Source: an optimization exercise on an open RTL-to-GDS flow (aim: small area and a short achievable clock period). Production flows keep margins and buffers that such runs may drop. At most, simulation tests tie the RTL to the original design; equivalence was not proved. The RTL of runs 2 to 4 was laid out without a check of its function. Power is estimated from default activity; no workload was simulated.

==> flow/design.v (outline; a module is shown in full before it is edited, if it fits) <==
// module mult_cell: 4 lines
// module mult_ha: 4 lines
// module mult_buf: 3 lines
// module mult_inv: 3 lines
// module mult_nand2: 3 lines
// module mult_nor2: 3 lines
// module mult_orpn: 3 lines
// module mult_andpn: 3 lines
// module mult_aoi21b: 3 lines
// module mult_oai21b: 3 lines
// module mult_aoi21: 3 lines
// module mult_oai21: 3 lines
// module mult_man: 2078 lines
module mult_man (
  input clk, input rstn, input data_rdy,
  input [16:0] mult1_signed, input [16:0] mult2_signed,
  output [31:0] res, output [33:0] res_signed, output res_rdy, output [32:0] res_final);
  // ...
==> flow/flow/run.sh <==
#!/bin/bash
# The standard layout (standard.sh) with two changes:
# - the port buffers that buffer_ports inserts are sky130_fd_sc_hd__buf_2 cells (resized later as
#   needed) instead of the delay cell buffer_ports picks by itself; every port still gets one;
# - ABC maps the design's small gate modules for a 1 fF load instead of 5 fF, so that it does
#   not pick x2/x4 drive strengths for single gates (the resizer upsizes where timing needs it).
set -euo pipefail
bash standard.sh 'BUFFER_PORTS_ARGS=-buffer_cell sky130_fd_sc_hd__buf_2' ABC_LOAD_IN_FF=1 finish > standard_flow.log 2>&1
==> flow/standard.sh <==
#!/bin/bash
# synth_recipe.tcl (not shown) runs the flow's synth.tcl, then flattens the netlist and writes it again
# the make line also repeats each setting of config.mk as NAME=value (left out here)
make -C /OpenROAD-flow-scripts/flow DESIGN_CONFIG=/design/flow/config.mk WORK_HOME=/design/flow/orfs CLKGATE_MAP_FILE= SYNTH_SCRIPT=/design/flow/synth_recipe.tcl "${@:-finish}"
==> flow/config.mk <==
export PLATFORM = sky130hd
export DESIGN_NAME = mult_man
export DESIGN_NICKNAME = mult_man
export VERILOG_FILES = /design/flow/design.v
export SDC_FILE = /design/flow/constraint.sdc
export NUM_CORES = 4
export LEC_CHECK = 0
export CAP_MARGIN = 20
export CORE_MARGIN = 2
export CORE_UTILIZATION = 40
export SETUP_SLACK_MARGIN = 2.2
export SLEW_MARGIN = 20
export SYNTH_HIERARCHICAL = 1
export TNS_END_PERCENT = 0
==> flow/constraint.sdc <==
create_clock -name core_clock -period 4.5 [get_ports {clk}]
set_input_delay 0.9000 -clock core_clock [delete_from_list [all_inputs] [get_ports {clk}]]
set_output_delay 0.9000 -clock core_clock [all_outputs]
set_load 0.01 [all_outputs]
==> results.toml, run 1 <==
[status]
outcome = "timing/DRC/antenna clean"

[sta]
setup_viol_count_final = 0
hold_viol = 0
hold_ws_ns = 0.325

[finish]
stdcell_area_um2 = 16800
final_layout_size_suffix_gt1_share_pct = 15.7
nonClockInverterCount = 46
n_all_buffers = 147
stdcell_count = 2035
diodes = 0
buf_share_pct = 4.78

[global_routing]
grt_pass1_vias = 9994
overflow = 0

[clocking]
cts_root_buf = "clkbuf_16"
htree_levels = 1
clock_latency_ns = 0.55

[logic_synthesis]
yosys.area_share.simple_pct = 19.1
yosysTopAreaCell = "fa_1"
async_reset_ff_share_pct = 26.2

[placement]
portBuffers = 135
dp_hpwl_um = 22600

[power_and_ir_drop]
p_seq_mw = 4.04
seqPwrFrac_pct = 33.5
powerComb_mw = 5.55
p_sw_mw = 4.63
powerClk_mw = 2.48

[drt]
antenna_left = 0

[worst_setup_path]
critPathSlowestCell = "fa_1"
worstPathRequired_ns = 4.93
critical_path_arrival_ns = 2.67

[hold_path]
min_path_cells = 0
hp-class = "register to register"
==> run 2: changes to the inputs <==
--- a/flow/design.v
+++ b/flow/design.v
@@ -1685,215 +1685,215 @@
   wire w1644;
   mult_oai21 u1645 (.y(w1644), .a(w1572), .b(w1574), .c(i1642));
   wire w1646;
   mult_andpn u1647 (.y(w1646), .a(w1564), .b(w1574));
   wire w1648;
   mult_aoi21 u1649 (.y(w1648), .a(w1578), .b(w1580), .c(w1562));
   wire w1650;
   mult_nand2 u1651 (.y(w1650), .a(w1580), .b(w1564));
-  wire i1652;
-  mult_inv u1653 (.a(w1562), .y(i1652));
+  wire w1652;
+  mult_oai21 u1653 (.y(w1652), .a(w1582), .b(w1584), .c(i1642));
   wire w1654;
-  mult_oai21 u1655 (.y(w1654), .a(w1582), .b(w1584), .c(i1652));
-  wire w1656;
-  mult_andpn u1657 (.y(w1656), .a(w1564), .b(w1584));
-  wire i1658;
-  mult_inv u1659 (.a(w1600), .y(i1658));
+  mult_andpn u1655 (.y(w1654), .a(w1564), .b(w1584));
+  wire i1656;
+  mult_inv u1657 (.a(w1600), .y(i1656));
+  wire w1658;
+  mult_aoi21 u1659 (.y(w1658), .a(p3_g24_0), .b(p3_h24_0), .c(i1656));
   wire w1660;
-  mult_aoi21 u1661 (.y(w1660), .a(p3_g24_0), .b(p3_h24_0), .c(i1658));
+  mult_nand2 u1661 (.y(w1660), .a(p3_h24_0), .b(w1602));
   wire w1662;
-  mult_nand2 u1663 (.y(w1662), .a(p3_h24_0), .b(w1602));
+  mult_oai21 u1663 (.y(w1662), .a(w1460), .b(w1462), .c(w1600));
   wire w1664;
-  mult_oai21 u1665 (.y(w1664), .a(w1460), .b(w1462), .c(w1600));
-  wire w1666;
-  mult_andpn u1667 (.y(w1666), .a(w1602), .b(w1462));
-  wire i1668;
-  mult_inv u1669 (.a(w1534), .y(i1668));
+  mult_andpn u1665 (.y(w1664), .a(w1602), .b(w1462));
+  wire i1666;
+  mult_inv u1667 (.a(w1534), .y(i1666));
+  wire w1668;
+  mult_oai21 u1669 (.y(w1668), .a(w1532), .b(i1666), .c(w1600));
   wire w1670;
-  mult_oai21 u1671 (.y(w1670), .a(w1532), .b(i1668), .c(w1600));
+  mult_nand2 u1671 (.y(w1670), .a(w1534), .b(w1602));
   wire w1672;
-  mult_nand2 u1673 (.y(w1672), .a(w1534), .b(w1602));
-  wire i1674;
-  mult_inv u1675 (.a(w1600), .y(i1674));
+  mult_aoi21 u1673 (.y(w1672), .a(w1536), .b(w1538), .c(i1656));
+  wire w1674;
+  mult_nand2 u1675 (.y(w1674), .a(w1538), .b(w1602));
   wire w1676;
-  mult_aoi21 u1677 (.y(w1676), .a(w1536), .b(w1538), .c(i1674));
+  mult_oai21 u1677 (.y(w1676), .a(w1604), .b(w1606), .c(w1600));
   wire w1678;
-  mult_nand2 u1679 (.y(w1678), .a(w1538), .b(w1602));
+  mult_andpn u1679 (.y(w1678), .a(w1602), .b(w1606));
   wire w1680;
-  mult_oai21 u1681 (.y(w1680), .a(w1604), .b(w1606), .c(w1600));
+  mult_aoi21 u1681 (.y(w1680), .a(w1610), .b(w1612), .c(i1656));
   wire w1682;
-  mult_andpn u1683 (.y(w1682), .a(w1602), .b(w1606));
-  wire i1684;
-  mult_inv u1685 (.a(w1600), .y(i1684));
+  mult_nand2 u1683 (.y(w1682), .a(w1612), .b(w1602));
+  wire w1684;
+  mult_oai21 u1685 (.y(w1684), .a(w1614), .b(w1616), .c(w1600));
   wire w1686;
-  mult_aoi21 u1687 (.y(w1686), .a(w1610), .b(w1612), .c(i1684));
-  wire w1688;
-  mult_nand2 u1689 (.y(w1688), .a(w1612), .b(w1602));
+  mult_andpn u1687 (.y(w1686), .a(w1602), .b(w1616));
+  wire i1688;
+  mult_inv u1689 (.a(p3_h16_0), .y(i1688));
   wire w1690;
-  mult_oai21 u1691 (.y(w1690), .a(w1614), .b(w1616), .c(w1600));
+  mult_aoi21 u1691 (.y(w1690), .a(p3_g16_0), .b(i1688), .c(w1652));
   wire w1692;
-  mult_andpn u1693 (.y(w1692), .a(w1602), .b(w1616));
-  wire i1694;
-  mult_inv u1695 (.a(p3_h16_0), .y(i1694));
+  mult_andpn u1693 (.y(w1692), .a(w1654), .b(p3_h16_0));
+  wire w1694;
+  mult_aoi21b u1695 (.y(w1694), .a(w1444), .b(w1446), .c(w1652));
   wire w1696;
-  mult_aoi21 u1697 (.y(w1696), .a(p3_g16_0), .b(i1694), .c(w1654));
+  mult_nand2 u1697 (.y(w1696), .a(w1446), .b(w1654));
   wire w1698;
-  mult_andpn u1699 (.y(w1698), .a(w1656), .b(p3_h16_0));
+  mult_aoi21 u1699 (.y(w1698), .a(w1510), .b(w1512), .c(w1652));
   wire w1700;
-  mult_aoi21b u1701 (.y(w1700), .a(w1444), .b(w1446), .c(w1654));
-  wire w1702;
-  mult_nand2 u1703 (.y(w1702), .a(w1446), .b(w1656));
+  mult_nand2 u1701 (.y(w1700), .a(w1512), .b(w1654));
+  wire i1702;
+  mult_inv u1703 (.a(w1518), .y(i1702));
   wire w1704;
-  mult_aoi21 u1705 (.y(w1704), .a(w1510), .b(w1512), .c(w1654));
+  mult_aoi21 u1705 (.y(w1704), .a(w1516), .b(i1702), .c(w1652));
   wire w1706;
-  mult_nand2 u1707 (.y(w1706), .a(w1512), .b(w1656));
-  wire i1708;
-  mult_inv u1709 (.a(w1518), .y(i1708));
+  mult_andpn u1707 (.y(w1706), .a(w1654), .b(w1518));
+  wire w1708;
+  mult_aoi21b u1709 (.y(w1708), .a(w1586), .b(w1588), .c(w1652));
   wire w1710;
-  mult_aoi21 u1711 (.y(w1710), .a(w1516), .b(i1708), .c(w1654));
+  mult_nand2 u1711 (.y(w1710), .a(w1588), .b(w1654));
   wire w1712;
-  mult_andpn u1713 (.y(w1712), .a(w1656), .b(w1518));
+  mult_aoi21 u1713 (.y(w1712), .a(w1592), .b(w1594), .c(w1652));
   wire w1714;
-  mult_aoi21b u1715 (.y(w1714), .a(w1586), .b(w1588), .c(w1654));
+  mult_nand2 u1715 (.y(w1714), .a(w1594), .b(w1654));
   wire w1716;
-  mult_nand2 u1717 (.y(w1716), .a(w1588), .b(w1656));
+  mult_aoi21b u1717 (.y(w1716), .a(w1596), .b(w1598), .c(w1652));
   wire w1718;
-  mult_aoi21 u1719 (.y(w1718), .a(w1592), .b(w1594), .c(w1654));
+  mult_nand2 u1719 (.y(w1718), .a(w1598), .b(w1654));
   wire w1720;
-  mult_nand2 u1721 (.y(w1720), .a(w1594), .b(w1656));
+  mult_aoi21b u1721 (.y(w1720), .a(w1600), .b(w1602), .c(w1652));
   wire w1722;
-  mult_aoi21b u1723 (.y(w1722), .a(w1596), .b(w1598), .c(w1654));
-  wire w1724;
-  mult_nand2 u1725 (.y(w1724), .a(w1598), .b(w1656));
+  mult_nand2 u1723 (.y(w1722), .a(w1602), .b(w1654));
+  wire i1724;
+  mult_inv u1725 (.a(w1652), .y(i1724));
   wire w1726;
-  mult_aoi21b u1727 (.y(w1726), .a(w1600), .b(w1602), .c(w1654));
+  mult_oai21 u1727 (.y(w1726), .a(w1658), .b(w1660), .c(i1724));
   wire w1728;
-  mult_nand2 u1729 (.y(w1728), .a(w1602), .b(w1656));
-  wire i1730;
-  mult_inv u1731 (.a(w1654), .y(i1730));
+  mult_andpn u1729 (.y(w1728), .a(w1654), .b(w1660));
+  wire w1730;
+  mult_aoi21 u1731 (.y(w1730), .a(w1662), .b(w1664), .c(w1652));
   wire w1732;
-  mult_oai21 u1733 (.y(w1732), .a(w1660), .b(w1662), .c(i1730));
-  wire w1734;
-  mult_andpn u1735 (.y(w1734), .a(w1656), .b(w1662));
+  mult_nand2 u1733 (.y(w1732), .a(w1664), .b(w1654));
+  wire i1734;
+  mult_inv u1735 (.a(w1670), .y(i1734));
   wire w1736;
-  mult_aoi21 u1737 (.y(w1736), .a(w1664), .b(w1666), .c(w1654));
+  mult_aoi21 u1737 (.y(w1736), .a(w1668), .b(i1734), .c(w1652));
   wire w1738;
-  mult_nand2 u1739 (.y(w1738), .a(w1666), .b(w1656));
-  wire i1740;
-  mult_inv u1741 (.a(w1672), .y(i1740));
+  mult_andpn u1739 (.y(w1738), .a(w1654), .b(w1670));
+  wire w1740;
+  mult_oai21 u1741 (.y(w1740), .a(w1672), .b(w1674), .c(i1724));
   wire w1742;
-  mult_aoi21 u1743 (.y(w1742), .a(w1670), .b(i1740), .c(w1654));
+  mult_andpn u1743 (.y(w1742), .a(w1654), .b(w1674));
   wire w1744;
-  mult_andpn u1745 (.y(w1744), .a(w1656), .b(w1672));
-  wire i1746;
-  mult_inv u1747 (.a(w1654), .y(i1746));
+  mult_aoi21 u1745 (.y(w1744), .a(w1676), .b(w1678), .c(w1652));
+  wire w1746;
+  mult_nand2 u1747 (.y(w1746), .a(w1678), .b(w1654));
   wire w1748;
-  mult_oai21 u1749 (.y(w1748), .a(w1676), .b(w1678), .c(i1746));
+  mult_oai21 u1749 (.y(w1748), .a(w1680), .b(w1682), .c(i1724));
   wire w1750;
-  mult_andpn u1751 (.y(w1750), .a(w1656), .b(w1678));
+  mult_andpn u1751 (.y(w1750), .a(w1654), .b(w1682));
   wire w1752;
-  mult_aoi21 u1753 (.y(w1752), .a(w1680), .b(w1682), .c(w1654));
+  mult_aoi21 u1753 (.y(w1752), .a(w1684), .b(w1686), .c(w1652));
   wire w1754;
-  mult_nand2 u1755 (.y(w1754), .a(w1682), .b(w1656));
-  wire i1756;
-  mult_inv u1757 (.a(w1654), .y(i1756));
+  mult_nand2 u1755 (.y(w1754), .a(w1686), .b(w1654));
+  wire w1756;
+  mult_nor2 u1757 (.y(w1756), .a(p3_h1_0), .b(p3_g1_0));
   wire w1758;
-  mult_oai21 u1759 (.y(w1758), .a(w1686), .b(w1688), .c(i1756));
+  mult_orpn u1759 (.y(w1758), .a(p3_g5_0), .b(p3_h5_0));
   wire w1760;
-  mult_andpn u1761 (.y(w1760), .a(w1656), .b(w1688));
+  mult_orpn u1761 (.y(w1760), .a(p3_h6_0), .b(p3_g6_0));
   wire w1762;
-  mult_aoi21 u1763 (.y(w1762), .a(w1690), .b(w1692), .c(w1654));
+  mult_orpn u1763 (.y(w1762), .a(p3_h7_0), .b(p3_g7_0));
   wire w1764;
-  mult_nand2 u1765 (.y(w1764), .a(w1692), .b(w1656));
+  mult_orpn u1765 (.y(w1764), .a(p3_g8_0), .b(p3_h8_0));
   wire w1766;
-  mult_nor2 u1767 (.y(w1766), .a(p3_h1_0), .b(p3_g1_0));
+  mult_orpn u1767 (.y(w1766), .a(p3_g9_0), .b(p3_h9_0));
   wire w1768;
-  mult_orpn u1769 (.y(w1768), .a(p3_g5_0), .b(p3_h5_0));
+  mult_orpn u1769 (.y(w1768), .a(p3_h10_0), .b(p3_g10_0));
   wire w1770;
-  mult_orpn u1771 (.y(w1770), .a(p3_h6_0), .b(p3_g6_0));
+  mult_orpn u1771 (.y(w1770), .a(p3_h11_0), .b(p3_g11_0));
   wire w1772;
-  mult_orpn u1773 (.y(w1772), .a(p3_h7_0), .b(p3_g7_0));
+  mult_orpn u1773 (.y(w1772), .a(p3_g12_0), .b(p3_h12_0));
   wire w1774;
-  mult_orpn u1775 (.y(w1774), .a(p3_g8_0), .b(p3_h8_0));
+  mult_nor2 u1775 (.y(w1774), .a(p3_h13_0), .b(p3_g13_0));
   wire w1776;
-  mult_orpn u1777 (.y(w1776), .a(p3_g9_0), .b(p3_h9_0));
+  mult_nor2 u1777 (.y(w1776), .a(p3_h14_0), .b(p3_g14_0));
   wire w1778;
-  mult_orpn u1779 (.y(w1778), .a(p3_h10_0), .b(p3_g10_0));
+  mult_nor2 u1779 (.y(w1778), .a(p3_h15_0), .b(p3_g15_0));
   wire w1780;
-  mult_orpn u1781 (.y(w1780), .a(p3_h11_0), .b(p3_g11_0));
+  mult_orpn u1781 (.y(w1780), .a(p3_g16_0), .b(p3_h16_0));
   wire w1782;
-  mult_orpn u1783 (.y(w1782), .a(p3_g12_0), .b(p3_h12_0));
+  mult_orpn u1783 (.y(w1782), .a(p3_h17_0), .b(p3_g17_0));
   wire w1784;
-  mult_nor2 u1785 (.y(w1784), .a(p3_h13_0), .b(p3_g13_0));
+  mult_orpn u1785 (.y(w1784), .a(p3_g18_0), .b(p3_h18_0));
   wire w1786;
-  mult_nor2 u1787 (.y(w1786), .a(p3_h14_0), .b(p3_g14_0));
+  mult_nor2 u1787 (.y(w1786), .a(p3_h19_0), .b(p3_g19_0));
   wire w1788;
-  mult_nor2 u1789 (.y(w1788), .a(p3_h15_0), .b(p3_g15_0));
+  mult_nor2 u1789 (.y(w1788), .a(p3_h20_0), .b(p3_g20_0));
   wire w1790;
-  mult_orpn u1791 (.y(w1790), .a(p3_g16_0), .b(p3_h16_0));
+  mult_nor2 u1791 (.y(w1790), .a(p3_h21_0), .b(p3_g21_0));
   wire w1792;
-  mult_orpn u1793 (.y(w1792), .a(p3_h17_0), .b(p3_g17_0));
+  mult_nor2 u1793 (.y(w1792), .a(p3_h22_0), .b(p3_g22_0));
   wire w1794;
-  mult_orpn u1795 (.y(w1794), .a(p3_g18_0), .b(p3_h18_0));
+  mult_nor2 u1795 (.y(w1794), .a(p3_h23_0), .b(p3_g23_0));
   wire w1796;
-  mult_nor2 u1797 (.y(w1796), .a(p3_h19_0), .b(p3_g19_0));
+  mult_nor2 u1797 (.y(w1796), .a(p3_h24_0), .b(p3_g24_0));
   wire w1798;
-  mult_nor2 u1799 (.y(w1798), .a(p3_h20_0), .b(p3_g20_0));
+  mult_nor2 u1799 (.y(w1798), .a(p3_h25_0), .b(p3_g25_0));
   wire w1800;
-  mult_nor2 u1801 (.y(w1800), .a(p3_h21_0), .b(p3_g21_0));
+  mult_nor2 u1801 (.y(w1800), .a(p3_h26_0), .b(p3_g26_0));
   wire w1802;
-  mult_nor2 u1803 (.y(w1802), .a(p3_h22_0), .b(p3_g22_0));
+  mult_nor2 u1803 (.y(w1802), .a(p3_h27_0), .b(p3_g27_0));
   wire w1804;
-  mult_nor2 u1805 (.y(w1804), .a(p3_h23_0), .b(p3_g23_0));
+  mult_nor2 u1805 (.y(w1804), .a(p3_h28_0), .b(p3_g28_0));
   wire w1806;
-  mult_nor2 u1807 (.y(w1806), .a(p3_h24_0), .b(p3_g24_0));
+  mult_nor2 u1807 (.y(w1806), .a(p3_h29_0), .b(p3_g29_0));
   wire w1808;
-  mult_nor2 u1809 (.y(w1808), .a(p3_h25_0), .b(p3_g25_0));
-  wire w1810;
-  mult_nor2 u1811 (.y(w1810), .a(p3_h26_0), .b(p3_g26_0));
-  wire w1812;
-  mult_nor2 u1813 (.y(w1812), .a(p3_h27_0), .b(p3_g27_0));
-  wire w1814;
-  mult_nor2 u1815 (.y(w1814), .a(p3_h28_0), .b(p3_g28_0));
-  wire w1816;
-  mult_nor2 u1817 (.y(w1816), .a(p3_h29_0), .b(p3_g29_0));
-  wire w1818;
-  mult_nor2 u1819 (.y(w1818), .a(p3_h30_0), .b(p3_g30_0));
-  wire e1820 = ~(~p3_h0_0 ^ 1'b0);
-  wire e1821 = ~(p3_h1_0 ^ ~p3_h0_0);
-  wire e1822 = ~(~p3_h2_0 ^ ~w1766);
-  wire e1823 = ~(~p3_h3_0 ^ ~p3_h2_0);
-  wire e1824 = ~(~p3_h4_0 ^ ~p3_h3_0);
-  wire e1825 = ~(~p3_h5_0 ^ ~p3_h4_0);
-  wire e1826 = ~(p3_h6_0 ^ w1768);
-  wire e1827 = ~(p3_h7_0 ^ w1770);
-  wire e1828 = ~(~p3_h8_0 ^ w1772);
-  wire e1829 = ~(~p3_h9_0 ^ w1774);
-  wire e1830 = ~(p3_h10_0 ^ w1776);
-  wire e1831 = ~(p3_h11_0 ^ w1778);
-  wire e1832 = ~(~p3_h12_0 ^ w1780);
-  wire e1833 = ~(p3_h13_0 ^ w1782);
-  wire e1834 = ~(p3_h14_0 ^ ~w1784);
-  wire e1835 = ~(p3_h15_0 ^ ~w1786);
-  wire e1836 = ~(~p3_h16_0 ^ ~w1788);
-  wire e1837 = ~(p3_h17_0 ^ w1790);
-  wire e1838 = ~(~p3_h18_0 ^ w1792);
-  wire e1839 = ~(p3_h19_0 ^ w1794);
-  wire e1840 = ~(p3_h20_0 ^ ~w1796);
-  wire e1841 = ~(p3_h21_0 ^ ~w1798);
-  wire e1842 = ~(p3_h22_0 ^ ~w1800);
-  wire e1843 = ~(p3_h23_0 ^ ~w1802);
-  wire e1844 = ~(p3_h24_0 ^ ~w1804);
-  wire e1845 = ~(p3_h25_0 ^ ~w1806);
-  wire e1846 = ~(p3_h26_0 ^ ~w1808);
-  wire e1847 = ~(p3_h27_0 ^ ~w1810);
-  wire e1848 = ~(p3_h28_0 ^ ~w1812);
-  wire e1849 = ~(p3_h29_0 ^ ~w1814);
-  wire e1850 = ~(p3_h30_0 ^ ~w1816);
+  mult_nor2 u1809 (.y(w1808), .a(p3_h30_0), .b(p3_g30_0));
+  wire e1810 = ~(~p3_h0_0 ^ 1'b0);
+  wire e1811 = ~(p3_h1_0 ^ ~p3_h0_0);
+  wire e1812 = ~(~p3_h2_0 ^ ~w1756);
+  wire e1813 = ~(~p3_h3_0 ^ ~p3_h2_0);
+  wire e1814 = ~(~p3_h4_0 ^ ~p3_h3_0);
+  wire e1815 = ~(~p3_h5_0 ^ ~p3_h4_0);
+  wire e1816 = ~(p3_h6_0 ^ w1758);
+  wire e1817 = ~(p3_h7_0 ^ w1760);
+  wire e1818 = ~(~p3_h8_0 ^ w1762);
+  wire e1819 = ~(~p3_h9_0 ^ w1764);
+  wire e1820 = ~(p3_h10_0 ^ w1766);
+  wire e1821 = ~(p3_h11_0 ^ w1768);
+  wire e1822 = ~(~p3_h12_0 ^ w1770);
+  wire e1823 = ~(p3_h13_0 ^ w1772);
+  wire e1824 = ~(p3_h14_0 ^ ~w1774);
+  wire e1825 = ~(p3_h15_0 ^ ~w1776);
+  wire e1826 = ~(~p3_h16_0 ^ ~w1778);
+  wire e1827 = ~(p3_h17_0 ^ w1780);
+  wire e1828 = ~(~p3_h18_0 ^ w1782);
+  wire e1829 = ~(p3_h19_0 ^ w1784);
+  wire e1830 = ~(p3_h20_0 ^ ~w1786);
+  wire e1831 = ~(p3_h21_0 ^ ~w1788);
+  wire e1832 = ~(p3_h22_0 ^ ~w1790);
+  wire e1833 = ~(p3_h23_0 ^ ~w1792);
+  wire e1834 = ~(p3_h24_0 ^ ~w1794);
+  wire e1835 = ~(p3_h25_0 ^ ~w1796);
+  wire e1836 = ~(p3_h26_0 ^ ~w1798);
+  wire e1837 = ~(p3_h27_0 ^ ~w1800);
+  wire e1838 = ~(p3_h28_0 ^ ~w1802);
+  wire e1839 = ~(p3_h29_0 ^ ~w1804);
+  wire e1840 = ~(p3_h30_0 ^ ~w1806);
+  wire w1841;
+  mult_nand2 u1842 (.y(w1841), .a(e1811), .b(e1810));
+  wire w1843;
+  mult_nand2 u1844 (.y(w1843), .a(e1813), .b(e1812));
+  wire w1845;
+  mult_nand2 u1846 (.y(w1845), .a(e1815), .b(e1814));
+  wire w1847;
+  mult_nand2 u1848 (.y(w1847), .a(e1817), .b(e1816));
+  wire w1849;
+  mult_nand2 u1850 (.y(w1849), .a(e1819), .b(e1818));
   wire w1851;
   mult_nand2 u1852 (.y(w1851), .a(e1821), .b(e1820));
   wire w1853;
   mult_nand2 u1854 (.y(w1853), .a(e1823), .b(e1822));
   wire w1855;
   mult_nand2 u1856 (.y(w1855), .a(e1825), .b(e1824));
   wire w1857;
   mult_nand2 u1858 (.y(w1857), .a(e1827), .b(e1826));
@@ -1905,211 +1905,201 @@
   mult_nand2 u1864 (.y(w1863), .a(e1833), .b(e1832));
   wire w1865;
   mult_nand2 u1866 (.y(w1865), .a(e1835), .b(e1834));
   wire w1867;
   mult_nand2 u1868 (.y(w1867), .a(e1837), .b(e1836));
   wire w1869;
   mult_nand2 u1870 (.y(w1869), .a(e1839), .b(e1838));
   wire w1871;
-  mult_nand2 u1872 (.y(w1871), .a(e1841), .b(e1840));
+  mult_andpn u1872 (.y(w1871), .a(e1812), .b(w1841));
   wire w1873;
-  mult_nand2 u1874 (.y(w1873), .a(e1843), .b(e1842));
+  mult_nor2 u1874 (.y(w1873), .a(w1843), .b(w1841));
   wire w1875;
-  mult_nand2 u1876 (.y(w1875), .a(e1845), .b(e1844));
+  mult_andpn u1876 (.y(w1875), .a(e1816), .b(w1845));
   wire w1877;
-  mult_nand2 u1878 (.y(w1877), .a(e1847), .b(e1846));
+  mult_nor2 u1878 (.y(w1877), .a(w1847), .b(w1845));
   wire w1879;
-  mult_nand2 u1880 (.y(w1879), .a(e1849), .b(e1848));
+  mult_andpn u1880 (.y(w1879), .a(e1820), .b(w1849));
   wire w1881;
-  mult_andpn u1882 (.y(w1881), .a(e1822), .b(w1851));
+  mult_nor2 u1882 (.y(w1881), .a(w1851), .b(w1849));
   wire w1883;
-  mult_nor2 u1884 (.y(w1883), .a(w1853), .b(w1851));
+  mult_andpn u1884 (.y(w1883), .a(e1824), .b(w1853));
   wire w1885;
-  mult_andpn u1886 (.y(w1885), .a(e1826), .b(w1855));
+  mult_nor2 u1886 (.y(w1885), .a(w1855), .b(w1853));
   wire w1887;
-  mult_nor2 u1888 (.y(w1887), .a(w1857), .b(w1855));
+  mult_andpn u1888 (.y(w1887), .a(e1828), .b(w1857));
   wire w1889;
-  mult_andpn u1890 (.y(w1889), .a(e1830), .b(w1859));
+  mult_nor2 u1890 (.y(w1889), .a(w1859), .b(w1857));
   wire w1891;
-  mult_nor2 u1892 (.y(w1891), .a(w1861), .b(w1859));
+  mult_andpn u1892 (.y(w1891), .a(e1832), .b(w1861));
   wire w1893;
-  mult_andpn u1894 (.y(w1893), .a(e1834), .b(w1863));
+  mult_nor2 u1894 (.y(w1893), .a(w1863), .b(w1861));
   wire w1895;
-  mult_nor2 u1896 (.y(w1895), .a(w1865), .b(w1863));
+  mult_andpn u1896 (.y(w1895), .a(e1836), .b(w1865));
   wire w1897;
-  mult_andpn u1898 (.y(w1897), .a(e1838), .b(w1867));
+  mult_nor2 u1898 (.y(w1897), .a(w1867), .b(w1865));
   wire w1899;
-  mult_nor2 u1900 (.y(w1899), .a(w1869), .b(w1867));
+  mult_andpn u1900 (.y(w1899), .a(e1840), .b(w1869));
   wire w1901;
-  mult_andpn u1902 (.y(w1901), .a(e1842), .b(w1871));
+  mult_nand2 u1902 (.y(w1901), .a(e1814), .b(w1873));
   wire w1903;
-  mult_nor2 u1904 (.y(w1903), .a(w1873), .b(w1871));
+  mult_andpn u1904 (.y(w1903), .a(w1873), .b(w1845));
   wire w1905;
-  mult_andpn u1906 (.y(w1905), .a(e1846), .b(w1875));
+  mult_nand2 u1906 (.y(w1905), .a(w1875), .b(w1873));
   wire w1907;
-  mult_nor2 u1908 (.y(w1907), .a(w1877), .b(w1875));
+  mult_nand2 u1908 (.y(w1907), .a(w1877), .b(w1873));
   wire w1909;
-  mult_andpn u1910 (.y(w1909), .a(e1850), .b(w1879));
+  mult_nand2 u1910 (.y(w1909), .a(e1822), .b(w1881));
   wire w1911;
-  mult_nand2 u1912 (.y(w1911), .a(e1824), .b(w1883));
+  mult_andpn u1912 (.y(w1911), .a(w1881), .b(w1853));
   wire w1913;
-  mult_andpn u1914 (.y(w1913), .a(w1883), .b(w1855));
+  mult_nand2 u1914 (.y(w1913), .a(w1883), .b(w1881));
   wire w1915;
-  mult_nand2 u1916 (.y(w1915), .a(w1885), .b(w1883));
+  mult_nand2 u1916 (.y(w1915), .a(w1885), .b(w1881));
   wire w1917;
-  mult_nand2 u1918 (.y(w1917), .a(w1887), .b(w1883));
+  mult_nand2 u1918 (.y(w1917), .a(e1830), .b(w1889));
   wire w1919;
-  mult_nand2 u1920 (.y(w1919), .a(e1832), .b(w1891));
+  mult_andpn u1920 (.y(w1919), .a(w1889), .b(w1861));
   wire w1921;
-  mult_andpn u1922 (.y(w1921), .a(w1891), .b(w1863));
+  mult_nand2 u1922 (.y(w1921), .a(w1891), .b(w1889));
   wire w1923;
-  mult_nand2 u1924 (.y(w1923), .a(w1893), .b(w1891));
+  mult_nand2 u1924 (.y(w1923), .a(w1893), .b(w1889));
   wire w1925;
-  mult_nand2 u1926 (.y(w1925), .a(w1895), .b(w1891));
+  mult_nand2 u1926 (.y(w1925), .a(e1838), .b(w1897));
   wire w1927;
-  mult_nand2 u1928 (.y(w1927), .a(e1840), .b(w1899));
+  mult_andpn u1928 (.y(w1927), .a(w1897), .b(w1869));
   wire w1929;
-  mult_andpn u1930 (.y(w1929), .a(w1899), .b(w1871));
+  mult_nand2 u1930 (.y(w1929), .a(w1899), .b(w1897));
   wire w1931;
-  mult_nand2 u1932 (.y(w1931), .a(w1901), .b(w1899));
+  mult_andpn u1932 (.y(w1931), .a(e1818), .b(w1907));
   wire w1933;
-  mult_nand2 u1934 (.y(w1933), .a(w1903), .b(w1899));
+  mult_nor2 u1934 (.y(w1933), .a(w1849), .b(w1907));
   wire w1935;
-  mult_nand2 u1936 (.y(w1935), .a(e1848), .b(w1907));
+  mult_andpn u1936 (.y(w1935), .a(w1879), .b(w1907));
   wire w1937;
-  mult_andpn u1938 (.y(w1937), .a(w1907), .b(w1879));
+  mult_andpn u1938 (.y(w1937), .a(w1881), .b(w1907));
   wire w1939;
-  mult_nand2 u1940 (.y(w1939), .a(w1909), .b(w1907));
+  mult_nor2 u1940 (.y(w1939), .a(w1909), .b(w1907));
   wire w1941;
-  mult_andpn u1942 (.y(w1941), .a(e1828), .b(w1917));
+  mult_andpn u1942 (.y(w1941), .a(w1911), .b(w1907));
   wire w1943;
-  mult_nor2 u1944 (.y(w1943), .a(w1859), .b(w1917));
+  mult_nor2 u1944 (.y(w1943), .a(w1913), .b(w1907));
   wire w1945;
-  mult_andpn u1946 (.y(w1945), .a(w1889), .b(w1917));
+  mult_nor2 u1946 (.y(w1945), .a(w1915), .b(w1907));
   wire w1947;
-  mult_andpn u1948 (.y(w1947), .a(w1891), .b(w1917));
+  mult_andpn u1948 (.y(w1947), .a(e1834), .b(w1923));
   wire w1949;
-  mult_nor2 u1950 (.y(w1949), .a(w1919), .b(w1917));
+  mult_nor2 u1950 (.y(w1949), .a(w1865), .b(w1923));
   wire w1951;
-  mult_andpn u1952 (.y(w1951), .a(w1921), .b(w1917));
+  mult_andpn u1952 (.y(w1951), .a(w1895), .b(w1923));
   wire w1953;
-  mult_nor2 u1954 (.y(w1953), .a(w1923), .b(w1917));
+  mult_andpn u1954 (.y(w1953), .a(w1897), .b(w1923));
   wire w1955;
-  mult_nor2 u1956 (.y(w1955), .a(w1925), .b(w1917));
+  mult_nor2 u1956 (.y(w1955), .a(w1925), .b(w1923));
   wire w1957;
-  mult_andpn u1958 (.y(w1957), .a(e1844), .b(w1933));
+  mult_andpn u1958 (.y(w1957), .a(w1927), .b(w1923));
   wire w1959;
-  mult_nor2 u1960 (.y(w1959), .a(w1875), .b(w1933));
+  mult_nor2 u1960 (.y(w1959), .a(w1929), .b(w1923));
   wire w1961;
-  mult_andpn u1962 (.y(w1961), .a(w1905), .b(w1933));
+  mult_nand2 u1962 (.y(w1961), .a(e1826), .b(w1945));
   wire w1963;
-  mult_andpn u1964 (.y(w1963), .a(w1907), .b(w1933));
+  mult_andpn u1964 (.y(w1963), .a(w1945), .b(w1857));
   wire w1965;
-  mult_nor2 u1966 (.y(w1965), .a(w1935), .b(w1933));
+  mult_nand2 u1966 (.y(w1965), .a(w1887), .b(w1945));
   wire w1967;
-  mult_andpn u1968 (.y(w1967), .a(w1937), .b(w1933));
+  mult_nand2 u1968 (.y(w1967), .a(w1889), .b(w1945));
   wire w1969;
-  mult_nor2 u1970 (.y(w1969), .a(w1939), .b(w1933));
+  mult_andpn u1970 (.y(w1969), .a(w1945), .b(w1917));
   wire w1971;
-  mult_nand2 u1972 (.y(w1971), .a(e1836), .b(w1955));
+  mult_nand2 u1972 (.y(w1971), .a(w1919), .b(w1945));
   wire w1973;
-  mult_andpn u1974 (.y(w1973), .a(w1955), .b(w1867));
+  mult_andpn u1974 (.y(w1973), .a(w1945), .b(w1921));
   wire w1975;
-  mult_nand2 u1976 (.y(w1975), .a(w1897), .b(w1955));
+  mult_andpn u1976 (.y(w1975), .a(w1945), .b(w1923));
   wire w1977;
-  mult_nand2 u1978 (.y(w1977), .a(w1899), .b(w1955));
+  mult_nand2 u1978 (.y(w1977), .a(w1947), .b(w1945));
   wire w1979;
-  mult_andpn u1980 (.y(w1979), .a(w1955), .b(w1927));
+  mult_nand2 u1980 (.y(w1979), .a(w1949), .b(w1945));
   wire w1981;
-  mult_nand2 u1982 (.y(w1981), .a(w1929), .b(w1955));
+  mult_nand2 u1982 (.y(w1981), .a(w1951), .b(w1945));
   wire w1983;
-  mult_andpn u1984 (.y(w1983), .a(w1955), .b(w1931));
+  mult_nand2 u1984 (.y(w1983), .a(w1953), .b(w1945));
   wire w1985;
-  mult_andpn u1986 (.y(w1985), .a(w1955), .b(w1933));
+  mult_nand2 u1986 (.y(w1985), .a(w1955), .b(w1945));
   wire w1987;
-  mult_nand2 u1988 (.y(w1987), .a(w1957), .b(w1955));
+  mult_nand2 u1988 (.y(w1987), .a(w1957), .b(w1945));
   wire w1989;
-  mult_nand2 u1990 (.y(w1989), .a(w1959), .b(w1955));
-  wire w1991;
-  mult_nand2 u1992 (.y(w1991), .a(w1961), .b(w1955));
-  wire w1993;
-  mult_nand2 u1994 (.y(w1993), .a(w1963), .b(w1955));
-  wire w1995;
-  mult_nand2 u1996 (.y(w1995), .a(w1965), .b(w1955));
-  wire w1997;
-  mult_nand2 u1998 (.y(w1997), .a(w1967), .b(w1955));
-  wire w1999;
-  mult_nand2 u2000 (.y(w1999), .a(w1969), .b(w1955));
+  mult_nand2 u1990 (.y(w1989), .a(w1959), .b(w1945));
   wire [31:0] pf;
   wire [31:0] sg;
   assign pf[0] = ~p3_h0_0 ^ 1'b0;
   assign sg[0] = ~p3_h0_0 ^ 1'b0 ^ (p3_n_0 & 1'b0);
   assign pf[1] = p3_h1_0 ^ 1'b0;
-  assign sg[1] = p3_h1_0 ^ 1'b0 ^ (p3_n_0 & ~e1820);
+  assign sg[1] = p3_h1_0 ^ 1'b0 ^ (p3_n_0 & ~e1810);
   assign pf[2] = ~p3_h2_0 ^ p3_g1_0;
-  assign sg[2] = ~p3_h2_0 ^ p3_g1_0 ^ (p3_n_0 & ~~w1851);
+  assign sg[2] = ~p3_h2_0 ^ p3_g1_0 ^ (p3_n_0 & ~~w1841);
   assign pf[3] = ~p3_h3_0 ^ w1472;
-  assign sg[3] = ~p3_h3_0 ^ w1472 ^ (p3_n_0 & ~w1881);
+  assign sg[3] = ~p3_h3_0 ^ w1472 ^ (p3_n_0 & ~w1871);
   assign pf[4] = ~p3_h4_0 ^ ~w1476;
-  assign sg[4] = ~p3_h4_0 ^ ~w1476 ^ (p3_n_0 & ~w1883);
+  assign sg[4] = ~p3_h4_0 ^ ~w1476 ^ (p3_n_0 & ~w1873);
   assign pf[5] = ~p3_h5_0 ^ w1546;
-  assign sg[5] = ~p3_h5_0 ^ w1546 ^ (p3_n_0 & ~~w1911);
+  assign sg[5] = ~p3_h5_0 ^ w1546 ^ (p3_n_0 & ~~w1901);
   assign pf[6] = p3_h6_0 ^ ~w1552;
-  assign sg[6] = p3_h6_0 ^ ~w1552 ^ (p3_n_0 & ~w1913);
+  assign sg[6] = p3_h6_0 ^ ~w1552 ^ (p3_n_0 & ~w1903);
   assign pf[7] = p3_h7_0 ^ w1556;
-  assign sg[7] = p3_h7_0 ^ w1556 ^ (p3_n_0 & ~~w1915);
+  assign sg[7] = p3_h7_0 ^ w1556 ^ (p3_n_0 & ~~w1905);
   assign pf[8] = ~p3_h8_0 ^ w1562;
-  assign sg[8] = ~p3_h8_0 ^ w1562 ^ (p3_n_0 & ~~w1917);
+  assign sg[8] = ~p3_h8_0 ^ w1562 ^ (p3_n_0 & ~~w1907);
   assign pf[9] = ~p3_h9_0 ^ ~w1620;
-  assign sg[9] = ~p3_h9_0 ^ ~w1620 ^ (p3_n_0 & ~w1941);
+  assign sg[9] = ~p3_h9_0 ^ ~w1620 ^ (p3_n_0 & ~w1931);
   assign pf[10] = p3_h10_0 ^ ~w1624;
-  assign sg[10] = p3_h10_0 ^ ~w1624 ^ (p3_n_0 & ~w1943);
+  assign sg[10] = p3_h10_0 ^ ~w1624 ^ (p3_n_0 & ~w1933);
   assign pf[11] = p3_h11_0 ^ ~w1630;
-  assign sg[11] = p3_h11_0 ^ ~w1630 ^ (p3_n_0 & ~w1945);
+  assign sg[11] = p3_h11_0 ^ ~w1630 ^ (p3_n_0 & ~w1935);
   assign pf[12] = ~p3_h12_0 ^ ~w1634;
-  assign sg[12] = ~p3_h12_0 ^ ~w1634 ^ (p3_n_0 & ~w1947);
+  assign sg[12] = ~p3_h12_0 ^ ~w1634 ^ (p3_n_0 & ~w1937);
   assign pf[13] = p3_h13_0 ^ ~w1638;
-  assign sg[13] = p3_h13_0 ^ ~w1638 ^ (p3_n_0 & ~w1949);
+  assign sg[13] = p3_h13_0 ^ ~w1638 ^ (p3_n_0 & ~w1939);
   assign pf[14] = p3_h14_0 ^ w1644;
-  assign sg[14] = p3_h14_0 ^ w1644 ^ (p3_n_0 & ~w1951);
+  assign sg[14] = p3_h14_0 ^ w1644 ^ (p3_n_0 & ~w1941);
   assign pf[15] = p3_h15_0 ^ ~w1648;
-  assign sg[15] = p3_h15_0 ^ ~w1648 ^ (p3_n_0 & ~w1953);
-  assign pf[16] = ~p3_h16_0 ^ w1654;
-  assign sg[16] = ~p3_h16_0 ^ w1654 ^ (p3_n_0 & ~w1955);
-  assign pf[17] = p3_h17_0 ^ ~w1696;
-  assign sg[17] = p3_h17_0 ^ ~w1696 ^ (p3_n_0 & ~~w1971);
-  assign pf[18] = ~p3_h18_0 ^ ~w1700;
-  assign sg[18] = ~p3_h18_0 ^ ~w1700 ^ (p3_n_0 & ~w1973);
-  assign pf[19] = p3_h19_0 ^ ~w1704;
-  assign sg[19] = p3_h19_0 ^ ~w1704 ^ (p3_n_0 & ~~w1975);
-  assign pf[20] = p3_h20_0 ^ ~w1710;
-  assign sg[20] = p3_h20_0 ^ ~w1710 ^ (p3_n_0 & ~~w1977);
-  assign pf[21] = p3_h21_0 ^ ~w1714;
-  assign sg[21] = p3_h21_0 ^ ~w1714 ^ (p3_n_0 & ~w1979);
-  assign pf[22] = p3_h22_0 ^ ~w1718;
-  assign sg[22] = p3_h22_0 ^ ~w1718 ^ (p3_n_0 & ~~w1981);
-  assign pf[23] = p3_h23_0 ^ ~w1722;
-  assign sg[23] = p3_h23_0 ^ ~w1722 ^ (p3_n_0 & ~w1983);
-  assign pf[24] = p3_h24_0 ^ ~w1726;
-  assign sg[24] = p3_h24_0 ^ ~w1726 ^ (p3_n_0 & ~w1985);
-  assign pf[25] = p3_h25_0 ^ w1732;
-  assign sg[25] = p3_h25_0 ^ w1732 ^ (p3_n_0 & ~~w1987);
-  assign pf[26] = p3_h26_0 ^ ~w1736;
-  assign sg[26] = p3_h26_0 ^ ~w1736 ^ (p3_n_0 & ~~w1989);
-  assign pf[27] = p3_h27_0 ^ ~w1742;
-  assign sg[27] = p3_h27_0 ^ ~w1742 ^ (p3_n_0 & ~~w1991);
-  assign pf[28] = p3_h28_0 ^ w1748;
-  assign sg[28] = p3_h28_0 ^ w1748 ^ (p3_n_0 & ~~w1993);
-  assign pf[29] = p3_h29_0 ^ ~w1752;
-  assign sg[29] = p3_h29_0 ^ ~w1752 ^ (p3_n_0 & ~~w1995);
-  assign pf[30] = p3_h30_0 ^ w1758;
-  assign sg[30] = p3_h30_0 ^ w1758 ^ (p3_n_0 & ~~w1997);
-  assign pf[31] = 1'b0 ^ ~w1762;
-  assign sg[31] = 1'b0 ^ ~w1762 ^ (p3_n_0 & ~~w1999);
+  assign sg[15] = p3_h15_0 ^ ~w1648 ^ (p3_n_0 & ~w1943);
+  assign pf[16] = ~p3_h16_0 ^ w1652;
+  assign sg[16] = ~p3_h16_0 ^ w1652 ^ (p3_n_0 & ~w1945);
+  assign pf[17] = p3_h17_0 ^ ~w1690;
+  assign sg[17] = p3_h17_0 ^ ~w1690 ^ (p3_n_0 & ~~w1961);
+  assign pf[18] = ~p3_h18_0 ^ ~w1694;
+  assign sg[18] = ~p3_h18_0 ^ ~w1694 ^ (p3_n_0 & ~w1963);
+  assign pf[19] = p3_h19_0 ^ ~w1698;
+  assign sg[19] = p3_h19_0 ^ ~w1698 ^ (p3_n_0 & ~~w1965);
+  assign pf[20] = p3_h20_0 ^ ~w1704;
+  assign sg[20] = p3_h20_0 ^ ~w1704 ^ (p3_n_0 & ~~w1967);
+  assign pf[21] = p3_h21_0 ^ ~w1708;
+  assign sg[21] = p3_h21_0 ^ ~w1708 ^ (p3_n_0 & ~w1969);
+  assign pf[22] = p3_h22_0 ^ ~w1712;
+  assign sg[22] = p3_h22_0 ^ ~w1712 ^ (p3_n_0 & ~~w1971);
+  assign pf[23] = p3_h23_0 ^ ~w1716;
+  assign sg[23] = p3_h23_0 ^ ~w1716 ^ (p3_n_0 & ~w1973);
+  assign pf[24] = p3_h24_0 ^ ~w1720;
+  assign sg[24] = p3_h24_0 ^ ~w1720 ^ (p3_n_0 & ~w1975);
+  assign pf[25] = p3_h25_0 ^ w1726;
+  assign sg[25] = p3_h25_0 ^ w1726 ^ (p3_n_0 & ~~w1977);
+  assign pf[26] = p3_h26_0 ^ ~w1730;
+  assign sg[26] = p3_h26_0 ^ ~w1730 ^ (p3_n_0 & ~~w1979);
+  assign pf[27] = p3_h27_0 ^ ~w1736;
+  assign sg[27] = p3_h27_0 ^ ~w1736 ^ (p3_n_0 & ~~w1981);
+  assign pf[28] = p3_h28_0 ^ w1740;
+  assign sg[28] = p3_h28_0 ^ w1740 ^ (p3_n_0 & ~~w1983);
+  assign pf[29] = p3_h29_0 ^ ~w1744;
+  assign sg[29] = p3_h29_0 ^ ~w1744 ^ (p3_n_0 & ~~w1985);
+  assign pf[30] = p3_h30_0 ^ w1748;
+  assign sg[30] = p3_h30_0 ^ w1748 ^ (p3_n_0 & ~~w1987);
+  assign pf[31] = 1'b0 ^ ~w1752;
+  assign sg[31] = 1'b0 ^ ~w1752 ^ (p3_n_0 & ~~w1989);
   wire vf = v3;
   wire nf = p3_n_0;
   reg [31:0] r_q; reg [33:0] rs_q; reg rdy_q;
   always @(posedge clk or negedge rstn)
     if (!rstn) begin r_q <= 32'd0; rs_q <= 34'd0; rdy_q <= 1'b0; end
     else begin rdy_q <= vf; r_q <= vf ? pf : 32'd0; rs_q <= vf ? {nf, nf, sg} : 34'd0; end
   assign res = r_q; assign res_signed = rs_q; assign res_rdy = rdy_q;
   assign res_final = {1'b0, r_q};
==> flow/config.mk (replaced) <==
export PLATFORM = sky130hd
export DESIGN_NAME = mult_man
export DESIGN_NICKNAME = mult_man
export VERILOG_FILES = /design/flow/design.v
export SDC_FILE = /design/flow/constraint.sdc
export NUM_CORES = 4
export LEC_CHECK = 0
export CAP_MARGIN = 20
export CORE_MARGIN = 2
export CORE_UTILIZATION = 40
export CTS_BUF_LIST = sky130_fd_sc_hd__clkbuf_16
export CTS_CLUSTER_DIAMETER = 80
export CTS_CLUSTER_SIZE = 30
export SETUP_SLACK_MARGIN = 2.2
export SLEW_MARGIN = 20
export SYNTH_HIERARCHICAL = 1
export TNS_END_PERCENT = 0
==> run 2 against run 1 <==
Still clean on timing, DRC and antenna. Fmax fell by 2.8%. Clock power down 41%. Sequential share of layout area is 1.0 points higher. Flip-flop and latch count unchanged. Total power down 7.3%. Critical path depth did not move.
==> results.toml, run 2 <==
[global_routing]
overflow = 0
grt_usage_pct = 16.5
grt_pass1_vias = 9808
grt_pass1_wl_um = 50700
grt_max_degree = 48
antenna_found_initial = 0

[sta]
fin_crit_ns = 2.31
hold_viol = 0
setup_viol_count_final = 0
worstMarginPinSlew_ns = 0.881
clock_skew_ns = 0.0321
fmax_mhz = 434
rsz0062_at_grt = "true"
period_share_pct = 51.2
finalSetupTns_ns = 0
setup_ws_ns = 2.19
maxSlewViolCount = 0
hold_ws_ns = 0.329
relSlewSlack_pct = 41.2

[worst_setup_path]
rr_worst_depth = 4
worstPathMaxFanout = 16
crit_type = "register to register"
r2r_slack_ns = 2.19
critPathLaunchType = "register"
r2r-start = "p1_bm_4"
worstPathRequired_ns = 4.88
critical_path_arrival_ns = 2.68
crit_path_start = "p1_bm_4"
worstSetupEndpointType = "register"

[finish]
area_growth_pct = 12.4
fillers = 3401
diodes = 0
largest_registers = "rs_q (33), r_q (31)"
regMostFlops = "rs_q"
multi_input_area_um2 = 8570
final_layout_size_suffix_gt1_share_pct = 15.3
final_common_cell = "nand2_1"
largest_reg_flops = 33
nets = 1779
most-common-layout-cells = "374 x nand2_1, 198 x fa_1, 155 x dfxtp_1"
stdcell_count = 2013
seq_area_um2 = 5660

[logic_synthesis]
synth_edf_count = 0
ys.flop_type = "dfxtp_1"
syn_nets = 1649
yosysTopAreaCell = "fa_1"
synth_top_cell_area_share_pct = 27.3
synthCells = 1414
ys_types = 24
synthMostInstantiatedCell = "nand2_1"
async_reset_ff_share_pct = 26.2
synth_warnings = 7
avgSynthCellArea_um2 = 10.3
synthTopCellsByArea = "fa_1 27%, dfxtp_1 26%, dfrtp_1 12%"
ys_seq_area_share_pct = 38.2
syn_area_um2 = 14500
ys_ff_latch = 260
synthTopCellsByCount = "377 x nand2_1, 198 x fa_1, 192 x dfxtp_1"

[clocking]
cts_tree = "built"
cts_root_buf = "clkbuf_16"
cts_made_buffers = 15
clock_latency_ns = 0.52
cts_hold_buf = 0
path_clk_slew_ns = 0.09
cts.sinks = 260
htree_levels = 1
cts_buffer_depth = 3

[drt]
antenna_left = 0
wl_per_cell_um = 15.2
first_pass_iters = 5
viasPerCell = 4.70
drt_iter0_drc = 557
drc = 0
vias = 9455
drt-total-wl_um = 30700

[power_and_ir_drop]
pwr-share-clk_pct = 13.0
seqPwrFrac_pct = 36.2
p_comb_share_pct = 50.8
p_sw_mw = 4.56
p_per_area_nw_per_um2 = 685
peakVddDrop_mv = 0.280
switching_share_pct = 40.8
p_int_mw = 6.62
p_leak_nw = 6.68

[floorplan]
core_area_um2 = 35700
fp.dieH_um = 195
die_x_um = 195
initial_utilization_pct = 40.7
num_rows = 69
dieArea_um2 = 37800
ios = 137

[status]
outcome = "timing/DRC/antenna clean"

[hold_path]
hp-class = "input port to asynchronous set/reset pin"

[placement]
place_inst = 1965
gp_congestion = 0.821
dp_hpwl_um = 22500
dp_slack_ns = 1.67
portBuffers = 135

[run]
max-cap-violations = 0
[run 2: worst paths after layout]
kind / end
setup / recovery: p2_c18_3
hold / removal: rs_q[10]
max in group asynchronous: r_q[27]
min in group core_clock: p3_h0_0
hold reg to reg: p3_h0_0
setup reg to reg: p2_c18_3
[run 2: routing by layer]
layer / vias up / part of all wire [%] / global-route usage [%]
met3: 39 / 7.8 / 3.77
met4: 0 / 2.2 / 4.05
li1: 4510 / - / -
met5: - / 0 / 0
met1: 4535 / 46 / 23.5
met2: 371 / 44 / 25.5
[run 2: per-stage QoR]
| stage | instance area [um2] | util [%] | total power [mW] |
|---|---|---|---|
| 6_report | 16300 | 45.8 | 11.2 |
| 5_1_grt | 16300 | 45.8 | 12.3 |
| 4_1_cts | 16000 | 44.9 | 11.2 |
| 3_5_place_dp | 15500 | 43.3 | 9.63 |
| 3_3_place_gp | 15500 | 43.3 | 9.46 |
| 2_1_floorplan | 14500 | - | 8.11 |
[run 2: cells by family (layout without fill, tap and decap cells)]
group                      after synthesis  count (layout)  share of synthesized area [%]
adders and majority gates              198             198                           27.3
AOI/OAI and AO/OA                       69              69                           2.60
and+or+nand+nor                        644             645                           19.1
other                                    1               1                         0.0258
buffers and inverters                   87             224                           3.35
DFF                                    260             260                           38.2
xor gates and xnor gates               155             155                           9.40
[run 2: timing repair]
item | in CTS | in global routing
hold endpoints to repair | 0 | 0
resized for setup | 35 | 50
endpoints found under the setup margin | 96 | 78
gates cloned | 0 | 1
setup buffers | 5 | 17
pin swaps | 1 | 4
[run 2: cell type report]
| type | count | share of cell area [%] |
|---|---|---|
| Sequential cell | 260 | 34.7 |
| Tap cell | 461 | 3.53 |
| Clock inverter | 10 | 0.567 |
| Clock buffer | 15 | 2.30 |
| Timing Repair Buffer | 158 | 5.43 |
| Inverter | 41 | 0.943 |
| Multi-Input combinational cell | 1068 | 52.5 |
[run 2: power by group through the flow]
stage	combinational, mW	sequential, mW	clock, mW
after detailed placement	5.54	4.09	0
final	5.68	4.05	1.46
after global routing	6.53	4.17	1.60
after global placement	5.40	4.06	0
after CTS	5.61	4.04	1.51
after floorplan	4.14	3.96	0
[run 2: per-module statistics from Yosys, one instance, submodules excluded, a selection]
| module | cells inside | times used | cell area [um2] |
|---|---|---|---|
| mult_man | 599 | 1 | 7920 |
| mult_cell | 1 | 198 | 20.0 |
| mult_oai21b | 1 | 2 | 7.51 |
| mult_aoi21b | 1 | 11 | 7.51 |
| mult_orpn | 1 | 31 | 6.26 |
| mult_andpn | 1 | 50 | 6.26 |
| mult_oai21 | 1 | 21 | 5.00 |
| mult_nand2 | 1 | 335 | 3.75 |
| mult_inv | 1 | 40 | 3.75 |
[run 2: worst max-delay path, cell delays in order (launching register included)]
cell and delay [ns]:
dfxtp_2 0.59, nand2_1 0.15, fa_1 0.53, fa_1 0.44
fa_1 0.47
==> run 3: changes to the inputs <==
--- a/flow/config.mk
+++ b/flow/config.mk
@@ -10,5 +10,2 @@
 export CORE_UTILIZATION = 40
-export CTS_BUF_LIST = sky130_fd_sc_hd__clkbuf_16
-export CTS_CLUSTER_DIAMETER = 80
-export CTS_CLUSTER_SIZE = 30
 export SETUP_SLACK_MARGIN = 2.2
==> run 3 against run 2 <==
Area after synthesis is the same. Synthesized cell count is the same. Worst setup slack gained 0.015 ns. Largest cell class unchanged. Cell area grew 2.4%. Register-to-register slack is essentially flat. Highest routed layer is now met5. Critical path depth is the same. Largest power group unchanged.
==> results.toml, run 3 <==
[clocking]
clock_latency_ns = 0.56
path_clk_slew_ns = 0.07
cts_buffer_depth = 3
htree_levels = 1
cts_made_buffers = 28
cts_root_buf = "clkbuf_16"
cts.sinks = 260
cts_tree = "built"
cts_hold_buf = 0

[drt]
wl_met2_um = 13500
first_pass_iters = 5
dr_wl_met3_um = 2660
dr.max_layer_used = "met5"
drt_iter0_drc = 523
drc = 0
wl_per_cell_um = 15.3
vias = 9583
antenna_left = 0
drt-total-wl_um = 30900
wl_met1_um = 14200
viasPerCell = 4.73

[logic_synthesis]
avgSynthCellArea_um2 = 10.3
synthCells = 1414
synth_top_cell_area_share_pct = 27.3
syn_nets = 1649
synth_warnings = 7
ys.flop_type = "dfxtp_1"
synthTopCellsByArea = "fa_1 27%, dfxtp_1 26%, dfrtp_1 12%"
yosysTopAreaCell = "fa_1"
synthMostInstantiatedCell = "nand2_1"
syn_area_um2 = 14500
synth_edf_count = 0
ys_ff_latch = 260
synthTopCellsByCount = "377 x nand2_1, 198 x fa_1, 192 x dfxtp_1"
async_reset_ff_share_pct = 26.2
ys_seq_area_share_pct = 38.2
ys_types = 24

[sta]
period_share_pct = 50.9
clock_skew_ns = 0.0259
finalSetupTns_ns = 0
fin_crit_ns = 2.29
maxSlewViolCount = 0
setup_ws_ns = 2.21
hold_viol = 0
hold_ws_ns = 0.281
fmax_mhz = 437
worstMarginPinSlew_ns = 0.908
relSlewSlack_pct = 39.4
rsz0062_at_grt = "true"
setup_viol_count_final = 0

[global_routing]
overflow = 0
grt_usage_pct = 16.8
antenna_found_initial = 1
grt_pass1_wl_um = 51600
grt_max_degree = 48
grt_pass1_vias = 10027

[worst_setup_path]
worstPathMaxFanout = 16
slowest_delay_ns = 0.57
worstSetupEndpointType = "register"
crit_path_end = "p2_c14_3"
crit_family = "adder cells"
crit_path_frequent_cell = "fa_1"
r2r-start = "p1_bm_4"
critical_path_arrival_ns = 2.72
critPathLaunchType = "register"
worst-path-stages = 4
rr_worst_depth = 4
crit_path_start = "p1_bm_4"
crit_chain = "nand2_1 > fa_1 > fa_1 > fa_1"
crit_type = "register to register"
critPathSlowestCell = "dfxtp_2"
r2r_slack_ns = 2.21
timing.rr.end = "p2_c14_3"
worstPathRequired_ns = 4.93
cp.buffers_inverters = 0

[placement]
dp_hpwl_um = 22500
dp_slack_ns = 1.67
gp_congestion = 0.821
placed_cell_area_um2 = 15500
portBuffers = 135

[power_and_ir_drop]
p_leak_nw = 6.87
p_per_area_nw_per_um2 = 726
fin_total_pwr_mw = 12.1
peakVddDrop_mv = 0.317

[finish]
area_growth_pct = 15.1
seq_area_um2 = 5660
most-common-layout-cells = "376 x nand2_1, 198 x fa_1, 158 x dfxtp_1"
final_common_cell = "nand2_1"
largest_reg_flops = 33
regMostFlops = "rs_q"
multi_input_area_um2 = 8540
diodes = 0
stdcell_area_um2 = 16700
nets = 1779
final_layout_size_suffix_gt1_share_pct = 15.6
fillers = 3351
largest_registers = "rs_q (33), r_q (31)"

[status]
outcome = "timing/DRC/antenna clean"

[floorplan]
ios = 137
die_x_um = 195
core_area_um2 = 35700
dieArea_um2 = 37800
num_rows = 69
fp.dieH_um = 195
initial_utilization_pct = 40.7

[hold_path]
hp-class = "input port to asynchronous set/reset pin"

[run]
max-cap-violations = 0
[run 3: cell counts after synthesis]
Identical to the previous run, type by type.
[run 3: cell families (layout without fill, tap and decap cells)]
group	after synthesis	count (layout)	share of synthesized area, %
compound gates	69	69	2.60
xor+xnor	155	155	9.40
fa+ha+maj	198	198	27.3
other cells	1	1	0.0258
flops	260	260	38.2
simple gates	644	644	19.1
buf+inv	87	239	3.35
[run 3: worst reg2reg max path, delay by kind of cell, from the launching register on]
family	cells	cell delay, ns
fa+ha+maj	3	1.45
flops	1	0.57
simple gates	1	0.15
[run 3: how the worst min path moves through the flow]
stage | cells past startpoint | endpoint | slack (ns)
detailed placement | 0 | p3_h0_0 | 0.32
finish | 1 | r_q[11] | 0.28
floorplan | 0 | p2_n_0 | 0.31
global placement | 0 | p3_h4_0 | 0.31
global route | 1 | r_q[11] | 0.32
CTS | 1 | rs_q[11] | 0.27
[run 3: metal layers]
| metal | GRT usage [%] | vias to the layer above |
|---|---|---|
| li1 | - | 4528 |
| met1 | 23.5 | 4616 |
| met2 | 26.1 | 388 |
| met3 | 4.37 | 49 |
| met4 | 4.56 | 2 |
| met5 | 0 | - |
[run 3: what timing repair did]
item | in CTS | in global routing
gates resized for setup | 57 | 17
pin swaps | 2 | 1
buffers inserted | 8 | 2
setup endpoints to repair | 96 | 60
[run 3: Yosys stat by module (local to each module, per instance)]
module       flip-flops and latches  copies in the design  area, um2
mult_man                        260                     1       7920
mult_cell                         0                   198       20.0
mult_aoi21b                       0                    11       7.51
mult_oai21b                       0                     2       7.51
mult_andpn                        0                    50       6.26
mult_orpn                         0                    31       6.26
mult_aoi21                        0                    35       5.00
mult_oai21                        0                    21       5.00
mult_inv                          0                    40       3.75
mult_nand2                        0                   335       3.75
mult_nor2                         0                    92       3.75
[run 3: metrics by stage]
stage / cells / util, %
6_report: 2027 / 46.9
5_1_grt: 2027 / 46.9
4_1_cts: 2025 / 46.7
3_5_place_dp: 1965 / 43.3
3_3_place_gp: 1965 / 43.3
2_1_floorplan: 1414 / -
[run 3: layout make-up]
class                   instances  area share, %
well taps                     461           3.45
multi-input cells            1067           51.1
clock buffers                  34           4.83
repair buffers                146           4.61
flip-flops and latches        260           33.8
clock inverters                18           1.24
inverters                      41          0.921
[run 3: power breakdown]
part           total (mW)  internal, mW  switching [mW]
Sequential           4.05          3.27           0.777
Clock                2.44          1.47           0.978
Combinational        5.63          2.66            2.97
==> run 4: changes to the inputs <==
--- a/flow/config.mk
+++ b/flow/config.mk
@@ -10,2 +10,3 @@
 export CORE_UTILIZATION = 40
+export PLACE_DENSITY = 0.8
 export SETUP_SLACK_MARGIN = 2.2
==> run 4 against run 3 <==
Worst hold slack better by 0.047 ns. Via count is 2.9% higher. Clock-buffer cell count is 1 higher. Clock power is 8.2% lower. Utilization is 0.063 points lower. Die area stayed put. Wire length is 4.1% higher. Sequential share of layout area is 0.076 points higher. Fmax is 0.64% higher. Largest power group unchanged.
==> results.toml, run 4 <==
[floorplan]
die_x_um = 195
core_area_um2 = 35700
dieArea_um2 = 37800
fp.dieH_um = 195
num_rows = 69
ios = 137
initial_utilization_pct = 40.7

[global_routing]
grt_pass1_vias = 10612
grt_pass1_wl_um = 52300
grt_usage_pct = 17.0
grt_max_degree = 47
overflow = 0
antenna_found_initial = 0

[sta]
fmax_mhz = 439
period_share_pct = 50.6
clock_skew_ns = 0.0299
maxSlewViolCount = 0
relSlewSlack_pct = 33.3
hold_viol = 0
fin_crit_ns = 2.28
finalSetupTns_ns = 0
setup_viol_count_final = 0
worstMarginPinSlew_ns = 0.999
rsz0062_at_grt = "true"

[logic_synthesis]
synthTopCellsByArea = "fa_1 27%, dfxtp_1 26%, dfrtp_1 12%"
synthTopCellsByCount = "377 x nand2_1, 198 x fa_1, 192 x dfxtp_1"
syn_area_um2 = 14500
ys.flop_type = "dfxtp_1"
syn_nets = 1649
async_reset_ff_share_pct = 26.2
ys_types = 24
synth_warnings = 7
synth_edf_count = 0
yosysTopAreaCell = "fa_1"
synth_top_cell_area_share_pct = 27.3
avgSynthCellArea_um2 = 10.3
ys_ff_latch = 260
ys_seq_area_share_pct = 38.2
synthMostInstantiatedCell = "nand2_1"
synthCells = 1414

[worst_setup_path]
critPathLaunchType = "register"
critPathSlowestCell = "fa_1"
crit_chain = "nand2_1 > fa_1 > fa_1 > fa_1"
rr_worst_depth = 4
crit_path_frequent_cell = "fa_1"
crit_type = "register to register"
critical_path_arrival_ns = 2.64
slowest_delay_ns = 0.52
worstPathRequired_ns = 4.87
worstPathMaxFanout = 16
worstSetupEndpointType = "register"

[clocking]
path_clk_slew_ns = 0.06
cts_buffer_depth = 3
cts.sinks = 260
clock_latency_ns = 0.54
cts_hold_buf = 0
htree_levels = 1
cts_made_buffers = 25
cts_tree = "built"
cts_root_buf = "clkbuf_16"

[status]
outcome = "timing/DRC/antenna clean"

[power_and_ir_drop]
fin_total_pwr_mw = 12.1
peakVddDrop_mv = 0.354
p_leak_nw = 6.86
p_per_area_nw_per_um2 = 723

[finish]
largest_reg_flops = 33
most-common-layout-cells = "376 x nand2_1, 198 x fa_1, 156 x dfxtp_1"
stdcell_count = 2026
area_growth_pct = 15.0
regMostFlops = "rs_q"
diodes = 0
final_common_cell = "nand2_1"
largest_registers = "rs_q (33), r_q (31)"
final_layout_size_suffix_gt1_share_pct = 15.8
nets = 1781

[drt]
drt_iter0_drc = 726
wl_per_cell_um = 15.9
drc = 0
first_pass_iters = 5
drt-total-wl_um = 32200
viasPerCell = 4.87
antenna_left = 0
vias = 9857

[hold_path]
min_path_cells = 0
hp-class = "register to register"

[placement]
dp_hpwl_um = 22600
gp_congestion = 0.866
place_inst = 1966
portBuffers = 135

[run]
max-cap-violations = 0
==> run 4: cell counts after synthesis <==
Identical to the previous run, type by type.
==> run 4: power by group <==
part	leakage (nW)	total (mW)	internal, mW	switching, mW
clock network	0.429	2.24	1.36	0.879
registers	2.49	4.06	3.27	0.789
logic	3.93	5.77	2.69	3.08
==> run 4: layout make-up <==
type	count	area [um2]
fillers	3163	19000
flip-flops and latches	260	5660
clock inverters	11	170
multi-input cells	1068	8580
clock buffers	35	724
repair buffers	150	825
well taps	461	577
inverters	41	154
==> run 4: logic make-up after synthesis <==
| logic type | after synthesis | share of synthesized area (%) |
|---|---|---|
| AO/OA/AOI/OAI | 69 | 2.60 |
| XOR/XNOR | 155 | 9.40 |
| adder cells (fa/ha/maj) | 198 | 27.3 |
| buffers and inverters | 87 | 3.35 |
| flip-flops | 260 | 38.2 |
| other | 1 | 0.0258 |
| AND/OR/NAND/NOR | 644 | 19.1 |
==> run 4: per-layer routing <==
layer | track usage [%] | vias up | wire length [um] | part of all wire (%)
li1 | - | 4532 | - | -
met1 | 21.4 | 4707 | 12800 | 40
met2 | 28.1 | 535 | 15100 | 47
met3 | 4.81 | 83 | 3510 | 11
met4 | 5.75 | 0 | 782 | 2.4
met5 | 0 | - | 0 | 0
==> run 4: worst paths after layout <==
path	startpoint	endpoint	slack (ns)
setup / recovery	p1_am_4	p2_c21_0	2.22
hold / removal	p2_c3_0	p3_h3_0	0.33
setup reg to reg	p1_am_4	p2_c21_0	2.22
hold reg to reg	p2_c3_0	p3_h3_0	0.33
max in group asynchronous	rstn	r_q[31]	3.12
min in group asynchronous	rstn	r_q[11]	0.51
==> run 4: critical path, delay by kind of cell (launching register included) <==
family                     cells  cell delay (ns)
adders and majority gates      3             1.46
DFF                            1             0.50
and+or+nand+nor                1             0.15
==> run 4: timing repair <==
action,4_1_cts,5_1_grt
resized for setup,44,45
buffers inserted,6,7
setup endpoints to repair,96,75
cloned,0,1
pin swaps,2,2
==> run 4: Yosys stat by module (local to each module, per instance) <==
module / times used / cell area, um2 / flops+latches / cells
mult_andpn: 50 / 6.26 / 0 / 1
mult_orpn: 31 / 6.26 / 0 / 1
mult_cell: 198 / 20.0 / 0 / 1
mult_nand2: 335 / 3.75 / 0 / 1
mult_nor2: 92 / 3.75 / 0 / 1
mult_oai21b: 2 / 7.51 / 0 / 1
mult_oai21: 21 / 5.00 / 0 / 1
mult_inv: 40 / 3.75 / 0 / 1
mult_aoi21: 35 / 5.00 / 0 / 1
mult_man: 1 / 7920 / 260 / 599
mult_aoi21b: 11 / 7.51 / 0 / 1
==> run 4: stage by stage <==
step,instance area [um2],hold WS (ns),setup WS (ns),util (%)
detailed placement,15500,0.313,1.72,43.4
global route,16700,0.336,2.17,46.8
global placement,15500,0.313,1.82,43.3
CTS,16500,0.328,2.16,46.3
finish,16700,0.328,2.22,46.8
floorplan,14500,0.310,2.24,-

re-timing with driven ports:
Ports are ideal in the flow. The routed layouts listed here were re-timed in OpenROAD.
Step 1, drivers: a clkbuf_16 drives clk and a buf_2 each remaining input, both assumed.
Step 2 also shifts input and output timing later by t, the mid clock arrival at the registers, as if the neighbouring blocks saw the same clock.
Three values: no drivers, after step 1, after step 2; two values: the first two.
| run | t (ns) | setup WS [ns] | slew at the worst register clock pin (ns) |
|---|---|---|---|
| run 1 | 0.596 | 2.260 / 2.260 / 2.260 | 0.06 / 0.06 |
| run 2 | 0.545 | 2.195 / 2.195 / 2.195 | 0.11 / 0.11 |
| run 3 | 0.595 | 2.210 / 2.210 / 2.210 | 0.07 / 0.07 |
| run 4 | 0.573 | 2.224 / 2.224 / 2.224 | 0.07 / 0.07 |
After both steps every run listed still meets setup and hold.
